What follows belongs to an exercise in optimizing a design on an open flow for small area, a short achievable clock period and few clock cycles per item; a production flow would make more cautious choices.
The RTL was checked by simulation tests, not by an equivalence proof against the original design.
No activity file was given, so power comes from the tool's default toggle rates.

Setup of main:
==> flow/design.v <==
module ISR(reset,
           value,
           clock,
           result,
           done
);
  input wire reset;
  input wire [63:0] value;
  input wire clock;
  output wire [31:0] result;
  output wire done;
  reg  [55:0] d;       
  reg  [30:0] r;       
  reg  [31:0] q;       
  reg  [3:0]  cnt;     
  reg         fin;
  reg         lead;    
  wire [7:0] vt = value[63:56];
  reg  [3:0] q0;
  reg  [4:0] r0;
  wire [16:0] ge;
  assign ge[0] = 1'b1;
  assign ge[16] = 1'b0;
  assign ge[1] = vt >= 8'd1;
  assign ge[2] = vt >= 8'd4;
  assign ge[3] = vt >= 8'd9;
  assign ge[4] = vt >= 8'd16;
  assign ge[5] = vt >= 8'd25;
  assign ge[6] = vt >= 8'd36;
  assign ge[7] = vt >= 8'd49;
  assign ge[8] = vt >= 8'd64;
  assign ge[9] = vt >= 8'd81;
  assign ge[10] = vt >= 8'd100;
  assign ge[11] = vt >= 8'd121;
  assign ge[12] = vt >= 8'd144;
  assign ge[13] = vt >= 8'd169;
  assign ge[14] = vt >= 8'd196;
  assign ge[15] = vt >= 8'd225;
  integer kk;
  always @* begin
    q0 = 4'd0;
    r0 = 5'd0;
    for (kk = 1; kk < 16; kk = kk + 1)
      if (ge[kk]) q0 = kk;
    for (kk = 0; kk < 16; kk = kk + 1)
      if (ge[kk] & ~ge[kk + 1]) r0 = r0 | (vt[4:0] - kk * kk);
  end
  wire [29:0] qs = q[29:0];
  wire [34:0] x  = {r, d[55:52]};             
  wire [33:0] t1;
  prefix_add #(.W(34), .KIND(0)) u_t1(.a({1'b0, x[34:2]}), .b(~{2'b00, qs, 2'b01}), .ci(1'b1), .y(t1));
  wire        ge1 = ~t1[33];
  wire [35:0] t2a;
  prefix_add #(.W(36), .KIND(0)) u_t2a(.a({1'b0, x}), .b(~{3'b000, qs, 3'b001}), .ci(1'b1), .y(t2a));
  wire        ge2a = ~t2a[35];
  wire [35:0] m1 = {~{2'b00, qs}, 4'b1111};
  wire [35:0] m2 = {~{3'b000, qs}, 3'b000};
  wire [35:0] xe = {1'b0, x};
  wire [35:0] cs = xe ^ m1 ^ m2;
  wire [35:0] cc = (xe & m1) | (xe & m2) | (m1 & m2);
  wire [35:0] t2b;
  prefix_add #(.W(36), .KIND(0)) u_t2b(.a(cs), .b({cc[34:0], 1'b0}), .ci(1'b0), .y(t2b));
  wire        ge2b = ~t2b[35];
  wire        ge2 = ge1 ? ge2b : ge2a;
  wire [30:0] r1 = ge1 ? (ge2 ? t2b[30:0] : {t1[28:0], x[1:0]})
                       : (ge2 ? t2a[30:0] : x[30:0]);
  wire        skip = lead && (d[55:40] == 16'd0) && (cnt > 4'd4);
  always @(posedge clock) begin
    if (reset) begin
      d   <= value[55:0];
      r   <= {26'd0, r0};
      q   <= {28'd0, q0};
      cnt <= 4'd14;
      fin <= 1'b0;
      lead <= (vt == 8'd0);
    end else begin
      d   <= skip ? {d[39:0], 16'd0} : {d[51:0], 4'b0000};
      lead <= lead && (d[55:52] == 4'd0);
      r   <= r1;
      cnt <= cnt - (skip ? 4'd4 : 4'd1);
      if (!fin) begin
        q   <= {q[29:0], ge1, ge2};
        if (cnt == 4'd1) fin <= 1'b1;
      end
    end
  end
  assign result = q;
  assign done   = fin;
endmodule
module prefix_add #(parameter W = 8, parameter KIND = 0)
  (input wire [W-1:0] a, input wire [W-1:0] b, input wire ci,
   output wire [W-1:0] y);
  reg [W-1:0] g, p, pp;
  reg [W-1:0] gn, pn;
  reg [W:0]   c;
  integer i, j, l, s;
  localparam integer TOP = (W > 32) ? 32 : (W > 16) ? 16 : (W > 8) ? 8 :
                           (W > 4) ? 4 : (W > 2) ? 2 : 1;
  always @* begin
    for (i = 0; i < W; i = i + 1) begin
      g[i]  = a[i] & b[i];
      pp[i] = a[i] ^ b[i];
      p[i]  = pp[i];
    end
    g[0] = g[0] | (p[0] & ci);
    if (KIND == 0) begin
      for (l = 1; l < W; l = l * 2)
        for (j = 2 * l - 1; j < W; j = j + 2 * l) begin
          g[j] = g[j] | (p[j] & g[j - l]);
          p[j] = p[j] & p[j - l];
        end
      for (l = TOP / 2; l >= 1; l = l / 2)
        for (j = 3 * l - 1; j < W; j = j + 2 * l) begin
          g[j] = g[j] | (p[j] & g[j - l]);
          p[j] = p[j] & p[j - l];
        end
    end else if (KIND == 1) begin
      for (l = 1; l < W; l = l * 2) begin
        gn = g; pn = p;
        for (j = 0; j < W; j = j + 1)
          if ((j / l) % 2 == 1) begin
            s = (j / l) * l - 1;
            gn[j] = g[j] | (p[j] & g[s]);
            pn[j] = p[j] & p[s];
          end
        g = gn; p = pn;
      end
    end else if (KIND == 2) begin
      for (l = 1; l < W; l = l * 2) begin
        gn = g; pn = p;
        for (j = l; j < W; j = j + 1) begin
          gn[j] = g[j] | (p[j] & g[j - l]);
          pn[j] = p[j] & p[j - l];
        end
        g = gn; p = pn;
      end
    end else begin
      for (l = 1; l < W; l = l * 2) begin
        gn = g; pn = p;
        for (j = 1; j < W; j = j + 2)
          if (j - l >= 0) begin
            if (l == 1) begin
              gn[j] = g[j] | (p[j] & g[j - 1]);
              pn[j] = p[j] & p[j - 1];
            end else if (j - l >= 1) begin
              gn[j] = g[j] | (p[j] & g[j - l]);
              pn[j] = p[j] & p[j - l];
            end
          end
        g = gn; p = pn;
      end
      gn = g; pn = p;
      for (j = 2; j < W; j = j + 2) begin
        gn[j] = g[j] | (p[j] & g[j - 1]);
        pn[j] = p[j] & p[j - 1];
      end
      g = gn; p = pn;
    end
    c[0] = ci;
    for (i = 0; i < W; i = i + 1)
      c[i + 1] = g[i];
  end
  assign y = pp ^ c[W-1:0];
endmodule
export LEC_CHECK = 0
export CAP_MARGIN = 20
export CORE_MARGIN = 2
export CORE_UTILIZATION = 40
export PLACE_DENSITY = 0.6
export SLEW_MARGIN = 20
create_clock -name core_clock -period 10.0 [get_ports {clock}]
standard.sh (not shown) runs the stock make flow with config.mk's settings and CLKGATE_MAP_FILE= SYNTH_SCRIPT=/design/flow/synth_recipe.tcl, a recipe that flattens the netlist after the stock synthesis.
==> flow/flow/run.sh <==
#!/bin/bash
# The standard layout (the standard.sh, ORFS) with these changes:
# - port buffers are buf_1 cells instead of ORFS's automatic choice;
# - timing repair aims for 6.5 ns of setup slack at the 10 ns clock;
# - ABC maps for area (timing repair then fixes the critical paths);
# - clock tree built from clkbuf_4 and clkbuf_8 cells.
# make's output goes to standard.log; each ORFS step logs to orfs/logs/.
bash standard.sh BUFFER_PORTS_ARGS="-buffer_cell sky130_fd_sc_hd__buf_1" SETUP_SLACK_MARGIN=6.5 ABC_AREA=1 CTS_BUF_LIST="sky130_fd_sc_hd__clkbuf_4 sky130_fd_sc_hd__clkbuf_8" finish > standard.log 2>&1
Having completed the whole flow, main delivered a layout that passed the timing, DRC and antenna checks.
Testbench counts of main, summed over its fixed seeds: cycles 6,012, items 480.
Relative to main, the following input files were edited for the feature branch:
==> flow/run.sh (new file) <==
#!/bin/bash
# synth_recipe.tcl (not shown) runs the flow's synth.tcl, then flattens the netlist and writes it again
# the make line also repeats each setting of config.mk as NAME=value (left out here)
make -C /OpenROAD-flow-scripts/flow DESIGN_CONFIG=/design/flow/config.mk WORK_HOME=/design/flow/orfs CLKGATE_MAP_FILE= SYNTH_SCRIPT=/design/flow/synth_recipe.tcl finish
-- flow/config.mk --
<<< main, line 7
export LEC_CHECK = 0
export CAP_MARGIN = 20
>>> the feature branch, line 7
export LEC_CHECK = 0
export ABC_AREA = 1
export CAP_MARGIN = 20
<<< main, line 10
export CORE_UTILIZATION = 40
export PLACE_DENSITY = 0.6
export SLEW_MARGIN = 20
>>> the feature branch, line 11
export CORE_UTILIZATION = 40
export CTS_BUF_LIST = sky130_fd_sc_hd__clkbuf_4 sky130_fd_sc_hd__clkbuf_8
export PLACE_DENSITY = 0.6
export SETUP_SLACK_MARGIN = 5
export SLEW_MARGIN = 20
removed: flow/flow/run.sh
removed: flow/standard.sh
--- outcome ---
The power consumed by the clock network of the feature branch was inferior to that of main.
Summary: with main as the reference, pin count of the biggest net entering global routing in the feature branch moved up by more than 10%.
Against main, power in the feature branch fell by a few percent.
For main, the start point of the critical path was value[59], unlike the feature branch, where it was q[3].

## afterwards: timing with drivers on the ports
The results above use ideal ports. As a check the final layouts listed here were re-extracted and re-timed, cells and wires unchanged. Step 1 assumes that a clkbuf_16 drives the clock port and a buf_2 every other input. Step 2 also shifts input and output timing later by t, the mid clock arrival at the registers, as if the neighbouring blocks saw the same clock. a / b / c = ideal ports / drivers / drivers and shift; a / b = the first two.
run | shift t [ns] | setup slack, ns | worst slew at a driven data input, ns
main | 0.498 | 6.603 / 6.634 / 6.135 | 0.03
the feature branch | 0.508 | 5.664 / 5.664 / 5.277 | 0.04
After both steps setup and hold are still met in every run listed. For main, which loses most, drivers alone change the setup slack by +0.031 ns; drivers and shift together by -0.468 ns.
